Context: an optimization exercise on an open-source flow, tuned for small area and a short achievable clock period. The choices shown serve that exercise and are no tape-out recipe. Where RTL was checked, it was by simulation tests only, not by an equivalence proof against the original. Power figures rest on the tool's default switching activity, not on a simulated workload.

==> branch indigo: inputs <==
// arbiter_rr
module arbiter_rr #(
    parameter WIDTH = 64
)(
    input               clk,
    input               rst,
    input   [WIDTH-1:0] req,
    output  [WIDTH-1:0] grant
);
clock: 6.5 ns
lec_check: 0
cap_margin: 20
core_margin: 2
core_utilization: 40
cts_buf_list: sky130_fd_sc_hd__clkbuf_2
setup_slack_margin: 0.3
slew_margin: 20
synth_hierarchical: 1
synth_minimum_keep_size: 0
standard.sh (not shown) runs the stock make flow with config.mk's settings and CLKGATE_MAP_FILE= SYNTH_SCRIPT=/design/flow/synth_recipe.tcl, a recipe that flattens the netlist after the stock synthesis.
==> flow/flow/run.sh <==
#!/bin/bash
# The standard layout, with three changes: the port buffers are the
# smallest buffer (buf_1) instead of the default; after floorplan every
# logic cell is set to its smallest drive strength (flow/downsize.tcl);
# after placement the cells on the critical paths are sized up again
# (flow/size.tcl).
set -euo pipefail
here=$(pwd)
export BUFFER_PORTS_ARGS="-buffer_cell sky130_fd_sc_hd__buf_1"
export POST_FLOORPLAN_TCL="$here/flow/downsize.tcl"
export POST_RESIZE_TCL="$here/flow/size.tcl"
bash standard.sh > "$here/flow_standard.log" 2>&1
==> flow/flow/downsize.tcl <==
# Hook run after floorplan: set every logic cell to its smallest drive
# strength where that is smaller. Synthesis maps each gate on its own and
# picks stronger cells than the loads need; flow/size.tcl then upsizes
# the cells that timing needs, once the cells are placed.
set db [ord::get_db]
set n 0
foreach inst [[ord::get_db_block] getInsts] {
  set master [$inst getMaster]
  set name [$master getName]
  if {[regexp {^(sky130_fd_sc_hd__[a-z0-9]+)_([0-9]+)$} $name -> base size] && $size > 1} {
    set small [$db findMaster ${base}_1]
    if {$small ne "NULL"
        && [$small getWidth] * [$small getHeight] < [$master getWidth] * [$master getHeight]} {
      $inst swapMaster $small
      incr n
    }
  }
}
puts "downsize: $n cells set to drive strength 1"
==> flow/flow/size.tcl <==
# Hook run after placement and its design repair: give the drivers of the
# high-fanout nets on the request-to-grant paths a stronger cell.
set db [ord::get_db]
set block [ord::get_db_block]
proc size_driver {net_name size} {
  set net [$::block findNet $net_name]
  if {$net eq "NULL"} { puts "size: no net $net_name"; return }
  foreach iterm [$net getITerms] {
    if {[$iterm isOutputSignal]} {
      set inst [$iterm getInst]
      set name [[$inst getMaster] getName]
      regexp {^(sky130_fd_sc_hd__[a-z0-9]+)_[0-9]+$} $name -> base
      set big [$::db findMaster ${base}_$size]
      if {$big ne "NULL"} {
        $inst swapMaster $big
        puts "size: $net_name driver [$inst getName] $name -> ${base}_$size"
      }
    }
  }
}
foreach g {0 1 2 3 4 5 6 7} { size_driver nz$g 4 }
size_driver nhap 4
size_driver nanyg 4
foreach g {0 1 2 3 4 5 6 7} { size_driver a$g 2 }
==> branch quartz (differences from branch indigo) <==
--- a/flow/flow/size.tcl
+++ b/flow/flow/size.tcl
@@ -1,7 +1,7 @@
 # Hook run after placement and its design repair: give the drivers of the
 # high-fanout nets on the request-to-grant paths a stronger cell.
-set db [ord::get_db]
-set block [ord::get_db_block]
+set ::db [ord::get_db]
+set ::block [ord::get_db_block]
 proc size_driver {net_name size} {
   set net [$::block findNet $net_name]
   if {$net eq "NULL"} { puts "size: no net $net_name"; return }
==> branch sierra (differences from branch indigo) <==
--- a/flow/flow/size.tcl
+++ b/flow/flow/size.tcl
@@ -1,7 +1,7 @@
 # Hook run after placement and its design repair: give the drivers of the
 # high-fanout nets on the request-to-grant paths a stronger cell.
-set db [ord::get_db]
-set block [ord::get_db_block]
+set ::db [ord::get_db]
+set ::block [ord::get_db_block]
 proc size_driver {net_name size} {
   set net [$::block findNet $net_name]
   if {$net eq "NULL"} { puts "size: no net $net_name"; return }
@@ -21,4 +21,3 @@
 foreach g {0 1 2 3 4 5 6 7} { size_driver nz$g 4 }
 size_driver nhap 4
 size_driver nanyg 4
-foreach g {0 1 2 3 4 5 6 7} { size_driver a$g 2 }
Settings changed: CTS_BUF_LIST sky130_fd_sc_hd__clkbuf_2 to not set, SYNTH_HIERARCHICAL 1 to not set, SYNTH_MINIMUM_KEEP_SIZE 0 to not set.
==> branch raven (differences from branch indigo) <==
--- a/flow/flow/size.tcl
+++ b/flow/flow/size.tcl
@@ -21,4 +21,3 @@
 foreach g {0 1 2 3 4 5 6 7} { size_driver nz$g 4 }
 size_driver nhap 4
 size_driver nanyg 4
-foreach g {0 1 2 3 4 5 6 7} { size_driver a$g 2 }
Settings changed: CTS_BUF_LIST sky130_fd_sc_hd__clkbuf_2 to not set, SYNTH_HIERARCHICAL 1 to not set, SYNTH_MINIMUM_KEEP_SIZE 0 to not set.
==> results.json <==
{
  "status": "timing/DRC/antenna clean",
  "die_w_um": 83.6,
  "die_h_um": 83.6,
  "synth_mux_area_share_pct": 0,
  "synth-compound-area-share_pct": 42.5,
  "ys_types": 25
}
[end of results for branch quartz]
==> results.json <==
{
  "status": "timing/DRC/antenna clean",
  "cts-buffers-inserted": 3,
  "synth_mux_area_share_pct": 5.65,
  "die_h_um": 94.5
}
[end of results for branch sierra]
==> results.json <==
{
  "synth_mux_area_share_pct": 0,
  "die_w_um": 83.6,
  "ys_types": 25,
  "status": "stopped before the end",
  "die_h_um": 83.6,
  "synth-compound-area-share_pct": 42.5,
  "lastStage": "placement repair",
  "error_line": "Error: resize.tcl, 39 can't read \"::block\": no such variable"
}
[end of results for branch indigo]
==> results.json <==
{
  "status": "stopped before the end",
  "lastStage": "placement repair",
  "error_line": "Error: resize.tcl, 39 can't read \"::block\": no such variable",
  "die_h_um": 94.5,
  "synth_mux_area_share_pct": 5.65,
  "ys_types": 77
}
[end of results for branch raven]
No run of this note included a check of the RTL's function; only the layout flow was run.

========
==> build 38: inputs <==
arbiter_rr, a different RTL version from the one above (not shown whole).
==> flow/design.v (excerpt) <==
module arbiter_rr #(
    parameter WIDTH = 64
)(
    input               clk,
    input               rst,
    input   [WIDTH-1:0] req,
    output  [WIDTH-1:0] grant
);
    reg  [5:0] nk;
    wire [5:0] nkn;
    wire a0;
    wire a1;
    wire a2;
    wire a3;
    wire a4;
    wire a5;
    wire a6;
    wire a7;
    wire anyg;
    wire anyr;
    wire cw1_a;
    wire cw1_b;
    wire cw2_a;
    wire cw2_b;
    wire cw3_a;
    wire cw3_b;
    wire cw4_a;
    wire cw4_b;
    wire cw5_a;
    wire cw5_b;
    wire cw6_a;
    wire cw6_b;
    wire cw7_a;
    wire cw7_b;
    wire eq0;
    wire eq1;
    wire eq2;
    wire eq3;
    wire eq4;
    wire eq5;
    wire eq6;
    wire eq7;
    wire eqm0;
    wire eqm1;
    wire eqm2;
    wire eqm3;
    wire eqm4;
    wire eqm5;
    wire eqm6;
    wire eqm7;
    wire gt2;
    wire gt3;
    wire gt5;
    wire gt6;
    wire gt7;
    wire h12;
    wire h34;
    wire h56;
    wire hap;
    wire kc2;
    wire kr0;
    wire kr1;
    wire kr2;
    wire le1;
    wire le2;
    wire le3;
    wire le5;
    wire le6;
    wire le7;
    wire m12;
    wire m34;
    wire m56;
    wire na03;
    wire na47;
    wire nag1;
    wire nag2;
    wire nag3;
    wire nag5;
    wire nag7;
    wire nanyg;
    wire nhap;
    wire nk1;
    wire nk2;
    wire nk3;
    wire nk4;
    wire nk5;
    wire nk6;
    wire nk7;
    wire nq0;
    wire nq1;
    wire nq2;
    wire nq3;
    wire nrw1;
    wire nrw2;
    wire nrw3;
    wire nrw4;
    wire nrw5;
    wire nrw6;
    wire nrw7;
    wire ntl1;
    wire ntl2;
    wire ntl3;
    wire ntl5;
    wire ntl6;
    wire ntl7;
    wire nwc0;
    wire nwc1;
  ...
==> flow/config.mk <==
export PLATFORM = sky130hd
export DESIGN_NAME = arbiter_rr
export DESIGN_NICKNAME = arbiter_rr
export VERILOG_FILES = /design/flow/design.v
export SDC_FILE = /design/flow/constraint.sdc
export NUM_CORES = 4
export LEC_CHECK = 0
export CAP_MARGIN = 20
export CORE_MARGIN = 2
export CORE_UTILIZATION = 40
export CTS_BUF_LIST = sky130_fd_sc_hd__clkbuf_2
export SETUP_SLACK_MARGIN = 0.3
export SLEW_MARGIN = 20
export SYNTH_HIERARCHICAL = 1
export SYNTH_MINIMUM_KEEP_SIZE = 0
==> flow/constraint.sdc <==
create_clock -name core_clock -period 6.5 [get_ports {clk}]
set_input_delay 1.3000 -clock core_clock [delete_from_list [all_inputs] [get_ports {clk}]]
set_output_delay 1.3000 -clock core_clock [all_outputs]
set_load 0.01 [all_outputs]
==> flow/flow/size.tcl <==
# Hook run after placement and its design repair: give the drivers of the
# high-fanout nets on the request-to-grant paths a stronger cell.
set ::db [ord::get_db]
set ::block [ord::get_db_block]
proc size_driver {net_name size} {
  set net [$::block findNet $net_name]
  if {$net eq "NULL"} { puts "size: no net $net_name"; return }
  foreach iterm [$net getITerms] {
    if {[$iterm isOutputSignal]} {
      set inst [$iterm getInst]
      set name [[$inst getMaster] getName]
      regexp {^(sky130_fd_sc_hd__[a-z0-9]+)_[0-9]+$} $name -> base
      set big [$::db findMaster ${base}_$size]
      if {$big ne "NULL"} {
        $inst swapMaster $big
        puts "size: $net_name driver [$inst getName] $name -> ${base}_$size"
      }
    }
  }
}
foreach g {0 1 2 3 4 5 6 7} {
  size_driver nz$g 4
  size_driver a$g 2
}
size_driver nhap 4
size_driver anyg 2
size_driver sp1 2
foreach n {h12 h34 h56} { size_driver $n 2 }
foreach n {sp2 sp3 sp4 sp5 sp6 sp7} { size_driver $n 4 }
foreach n {m12 m34 m56} { size_driver $n 2 }
foreach g {0 1 2 3 4 5 6 7} { size_driver eqm$g 2 }
foreach n {kr0 kr1 kr2} { size_driver $n 4 }
# the flip-flops of the pointer row bits drive the row decode
foreach inst [$::block getInsts] {
  if {[regexp {^nk\\?\[[345]\\?\]\$_DFF} [$inst getName]]} {
    set name [[$inst getMaster] getName]
    regexp {^(sky130_fd_sc_hd__[a-z0-9]+)_[0-9]+$} $name -> base
    $inst swapMaster [$::db findMaster ${base}_4]
    puts "size: [$inst getName] $name -> ${base}_4"
  }
}
Scripts as last shown in full above: flow/flow/run.sh, flow/flow/downsize.tcl
==> build 55 (differences from build 38) <==
--- a/flow/config.mk
+++ b/flow/config.mk
@@ -9,3 +9,3 @@
 export CORE_MARGIN = 2
-export CORE_UTILIZATION = 40
+export CORE_UTILIZATION = 50
 export CTS_BUF_LIST = sky130_fd_sc_hd__clkbuf_2
==> run summary <==
Build 38 completed with no timing, DRC or antenna violations. Build 55 produced a clean layout. Against build 55, the clock skew of build 38 is lower by 3.0 ps. Worst hold slack: build 38 is lower than build 55 (13 ps). In count of clock-buffer cells in the layout, build 38 and build 55 do not differ. In combinational power, build 38 and build 55 hardly differ. In build 55 the global-route usage is higher than in build 38, by 6.6 points. Sequential share of layout area is about the same in build 38 and build 55. In build 38 the setup slack is better than in build 55, by 19 ps. Core utilization: build 38 is lower than build 55 (11 points). In sequential cell count, build 38 and build 55 do not differ. Of build 55 and build 38, build 38 has the higher maximum frequency (gap about 0.37%, measured against build 38).
No run of this note included a check of the RTL's function; only the layout flow was run.

========
==> v17 <==
arbiter_rr, a different RTL version from the one above (not shown whole).
==> flow/config.mk <==
export PLATFORM = sky130hd
export DESIGN_NAME = arbiter_rr
export DESIGN_NICKNAME = arbiter_rr
export VERILOG_FILES = /design/flow/design.v
export SDC_FILE = /design/flow/constraint.sdc
export NUM_CORES = 4
export LEC_CHECK = 0
export CAP_MARGIN = 20
export CORE_MARGIN = 2
export CORE_UTILIZATION = 40
export CTS_BUF_LIST = sky130_fd_sc_hd__clkbuf_2
export SETUP_SLACK_MARGIN = 0.3
export SLEW_MARGIN = 20
export SYNTH_HIERARCHICAL = 1
export SYNTH_MINIMUM_KEEP_SIZE = 0
==> flow/constraint.sdc <==
create_clock -name core_clock -period 6.5 [get_ports {clk}]
set_input_delay 1.3000 -clock core_clock [delete_from_list [all_inputs] [get_ports {clk}]]
set_output_delay 1.3000 -clock core_clock [all_outputs]
set_load 0.01 [all_outputs]
==> flow/flow/size.tcl <==
# Hook run after placement and its design repair: give the drivers of the
# high-fanout nets on the request-to-grant paths a stronger cell.
set ::db [ord::get_db]
set ::block [ord::get_db_block]
proc size_driver {net_name size} {
  set net [$::block findNet $net_name]
  if {$net eq "NULL"} { puts "size: no net $net_name"; return }
  foreach iterm [$net getITerms] {
    if {[$iterm isOutputSignal]} {
      set inst [$iterm getInst]
      set name [[$inst getMaster] getName]
      regexp {^(sky130_fd_sc_hd__[a-z0-9]+)_[0-9]+$} $name -> base
      set big [$::db findMaster ${base}_$size]
      if {$big ne "NULL"} {
        $inst swapMaster $big
        puts "size: $net_name driver [$inst getName] $name -> ${base}_$size"
      }
    }
  }
}
foreach g {0 1 2 3 4 5 6 7} {
  size_driver nz$g 4
  size_driver a$g 2
}
size_driver nhap 4
size_driver nanyg 4
size_driver rh1 2
foreach n {h12 h34 h56} { size_driver $n 2 }
Scripts as last shown in full above: flow/flow/run.sh, flow/flow/downsize.tcl
==> v20: changes against v17 <==
- CORE_UTILIZATION: 40 -> 70
==> comparison table <==
quantity                                                            v17             v20
Remaining max-slew budget at the tightest pin                     46.4%           51.1%
Routed vias                                                       3,728           3,881
Clock buf/inv share                                              0.510%          0.517%
Final worst-path setup slack                                    1730 ps         1770 ps
Post-layout instance area                                 0.00295 sq mm   0.00291 sq mm
Pre-Repair DR Iteration Count                                         6               8
Met3 demand-to-capacity share in global routing                   3.62%           8.95%
Fraction of met2 tracks used by global routing                    46.8%           69.1%
Vertical die dimension                                          86.6 um         66.5 um
Outcome                                                  finished clean  finished clean
Tightest hold margin                                             654 ps          616 ps
Mean routed wirelength per cell                                 20.3 um         19.2 um
Total routing resource utilization after global routing           28.5%           42.1%
Initial cell density of the core                                  40.9%           73.5%
Placed standard-cell area                                 0.00293 sq mm   0.00289 sq mm
Worst supply voltage drop on vdd                               0.173 mV        0.264 mV
NetSw                                                        0.000578 W      0.000574 W
Met1 Resource Use GR                                              40.7%           55.1%
Vias in the first global route                                    3,340           3,045
Clock-pin slew on the worst setup and hold paths                  60 ps           50 ps
Tapcells                                                             80              48
Met1 layer wirelength in the final routing                      4660 um         3610 um
Final setup skew                                               0.258 ps         5.76 ps
Wire length of the first global-routing pass                  17,300 um       14,600 um
Total instance count after detailed placement                       548             516
Post-route minimum period                                       4770 ps         4730 ps
No run of this note included a check of the RTL's function; only the layout flow was run.

========
==> inputs of exp/sierra <==
arbiter_rr, a different RTL version from the one above (not shown whole).
## arbiter_rr
module arbiter_rr #(
    parameter WIDTH = 64
)(
    input               clk,
    input               rst,
    input   [WIDTH-1:0] req,
    output  [WIDTH-1:0] grant
);
    reg  [5:0] k;
    wire [5:0] kn;
    wire a0;
    wire a1;
    wire a2;
    wire a3;
    wire a4;
    wire a5;
    wire a6;
    wire a7;
    wire cw1_a;
    wire cw1_b;
    wire cw2_a;
    wire cw2_b;
    wire cw3_a;
    wire cw3_b;
    wire cw4_a;
    wire cw4_b;
    wire cw5_a;
    wire cw5_b;
    wire cw6_a;
    wire cw6_b;
    wire cw7_a;
    wire cw7_b;
    wire eq0;
    wire eq1;
    wire eq2;
    wire eq3;
    wire eq4;
    wire eq5;
    wire eq6;
    wire eq7;
    wire gt2;
    wire gt3;
    wire gt5;
    wire gt6;
    wire gt7;
    wire h12;
    wire h34;
    wire h56;
    wire hap;
    wire le1;
    wire le2;
    wire le3;
    wire le5;
    wire le6;
    wire le7;
    wire m12;
    wire m34;
    wire m56;
    wire na03;
    wire na47;
    wire nag1;
    wire nag2;
    wire nag3;
    wire nag4;
    wire nag5;
    wire nag6;
    wire nag7;
    wire nanyg;
    wire nar;
    wire nhap;
    wire nk1;
    wire nk2;
    wire nk3;
    wire nk4;
    wire nk5;
    wire nk6;
    wire nk7;
    wire nkr0;
    wire nkr1;
    wire nkr2;
    wire npa1;
    wire npa2;
    wire npa3;
    wire npa4;
    wire npa5;
    wire npa6;
    wire npa7;
    wire npg3;
    wire npg4;
    wire npg5;
    wire npg6;
    wire npg7;
    wire nrw1;
    wire nrw2;
    wire nrw3;
    wire nrw4;
    wire nrw5;
    wire nrw6;
    wire nrw7;
    wire ntl1;
    wire ntl2;
    wire ntl3;
    wire ntl5;
    wire ntl6;
    wire ntl7;
    wire nz0;
    wire nz1;
    wire nz2;
    wire nz3;
    wire nz4;
    wire nz5;
    wire nz6;
    wire nz7;
    wire pa4;
    wire px1_0;
    wire px1_1;
    wire px1_2;
    wire px1_3;
    wire px2_0;
    wire px2_1;
    wire px2_2;
    wire px2_3;
    wire px3_0;
    wire px3_1;
    wire px3_2;
    wire px3_3;
    wire px4_0;
    wire px4_1;
    wire px4_2;
    wire px4_3;
    wire px5_0;
    wire px5_1;
    wire px5_2;
    wire px5_3;
    wire px6_0;
    wire px6_1;
    wire px6_2;
    wire px6_3;
    wire px7_0;
    wire px7_1;
    wire px7_2;
    wire px7_3;
    wire r0_n23;
    wire r0_n45;
    wire r0_n67;
    wire r0_nl1;
  ...
export LEC_CHECK = 0
export CAP_MARGIN = 20
export CORE_MARGIN = 2
export CORE_UTILIZATION = 40
export CTS_BUF_LIST = sky130_fd_sc_hd__clkbuf_2
export SETUP_SLACK_MARGIN = 0.3
export SLEW_MARGIN = 20
export SYNTH_HIERARCHICAL = 1
export SYNTH_MINIMUM_KEEP_SIZE = 0
create_clock -name core_clock -period 6.5 [get_ports {clk}]
Scripts as last shown in full above: flow/flow/run.sh, flow/flow/downsize.tcl, flow/flow/size.tcl
==> inputs of exp/raven, as changes to exp/sierra <==
--- a/flow/flow/size.tcl
+++ b/flow/flow/size.tcl
@@ -27,2 +27,3 @@
 size_driver rh1 2
 foreach n {h12 h34 h56} { size_driver $n 2 }
+log_cmd repair_timing -setup -setup_margin 2.5 -sequence "sizeup,swap" -skip_last_gasp -verbose
==> run summary <==
* Initial DRT Pass Iterations at 6
* Layout clock area frac at 0.392%
* Vias at 3762
* Status: finished clean
* NonClk Buf Share at 24.8%
* Worst Setup Slack post-DPL at 2.21 ns
* Clk pwr share at 2.5%
* Multi-input logic area at 2520 µm²
* Wire length on met2 at 5450 µm
* Cell Int Power at 443 µW
* Final Total Pwr at 1.05 mW
* Met3 routed wirelength at 1280 µm
* Routed metal-1 wire length at 4920 µm
* Met3 GRT Util at 4.38%
* Worst r2r dst: k[0]
* Cell Chain, Critical Path: clkbuf_2 -> nor2_4 -> nand4_4 -> nand2_2 -> nand4_1 -> nor2_4 -> a32o_1 -> and2_4 -> a32o_1 -> clkbuf_2
* Relative slew margins at 53.9%
* Setup Skew at 0.000428 ns
# the run above: exp/raven

==> run summary <==
* Status: finished clean
* Relative slew margins at 49.2%
* Cell Int Power at 374 µW
* Vias at 3721
* Worst r2r dst: k[1]
* Multi-input logic area at 2060 µm²
* Initial DRT Pass Iterations at 7
* Setup Skew at 0.00142 ns
* Met3 GRT Util at 4.29%
* Routed metal-1 wire length at 4740 µm
* NonClk Buf Share at 18.5%
* Met3 routed wirelength at 1140 µm
* Worst Setup Slack post-DPL at 1.87 ns
# the run above: exp/sierra

## static timing again, ports no longer ideal
The results above use ideal ports. As a check the final layouts listed here were re-extracted and re-timed, cells and wires unchanged.
Step 1, drivers: a clkbuf_16 drives clk and a buf_2 each remaining input, both assumed.
Step 2 times the ports against the registers' clock, not the clock port: input delays grow and output delays shrink by t, the midpoint of the rising clock arrivals with the driver on.
Slacks: ideal ports / drivers / drivers and shift; pairs: ideal ports / drivers.
run	t, ns	setup WS [ns]	latest minus earliest clock arrival (ns)	cell pins on the clock port's net
branch quartz	0.232	1.649 / 1.627 / 1.627	0.001 / 0.001	1
branch sierra	0.240	0.551 / 0.527 / 0.527	0.003 / 0.003	1
build 38	0.244	1.503 / 1.481 / 1.481	0.017 / 0.018	1
build 55	0.234	1.484 / 1.463 / 1.463	0.020 / 0.021	1
v17	0.235	1.735 / 1.713 / 1.713	0.000 / 0.000	1
v20	0.252	1.773 / 1.753 / 1.753	0.006 / 0.006	1
exp/sierra	0.230	1.830 / 1.809 / 1.809	0.002 / 0.001	1
exp/raven	0.241	2.126 / 2.103 / 2.103	0.001 / 0.000	1
After both steps every run listed still meets setup and hold. The setup slack of branch sierra, which loses most, moves by -0.024 ns with the drivers and by -0.024 ns with both steps.
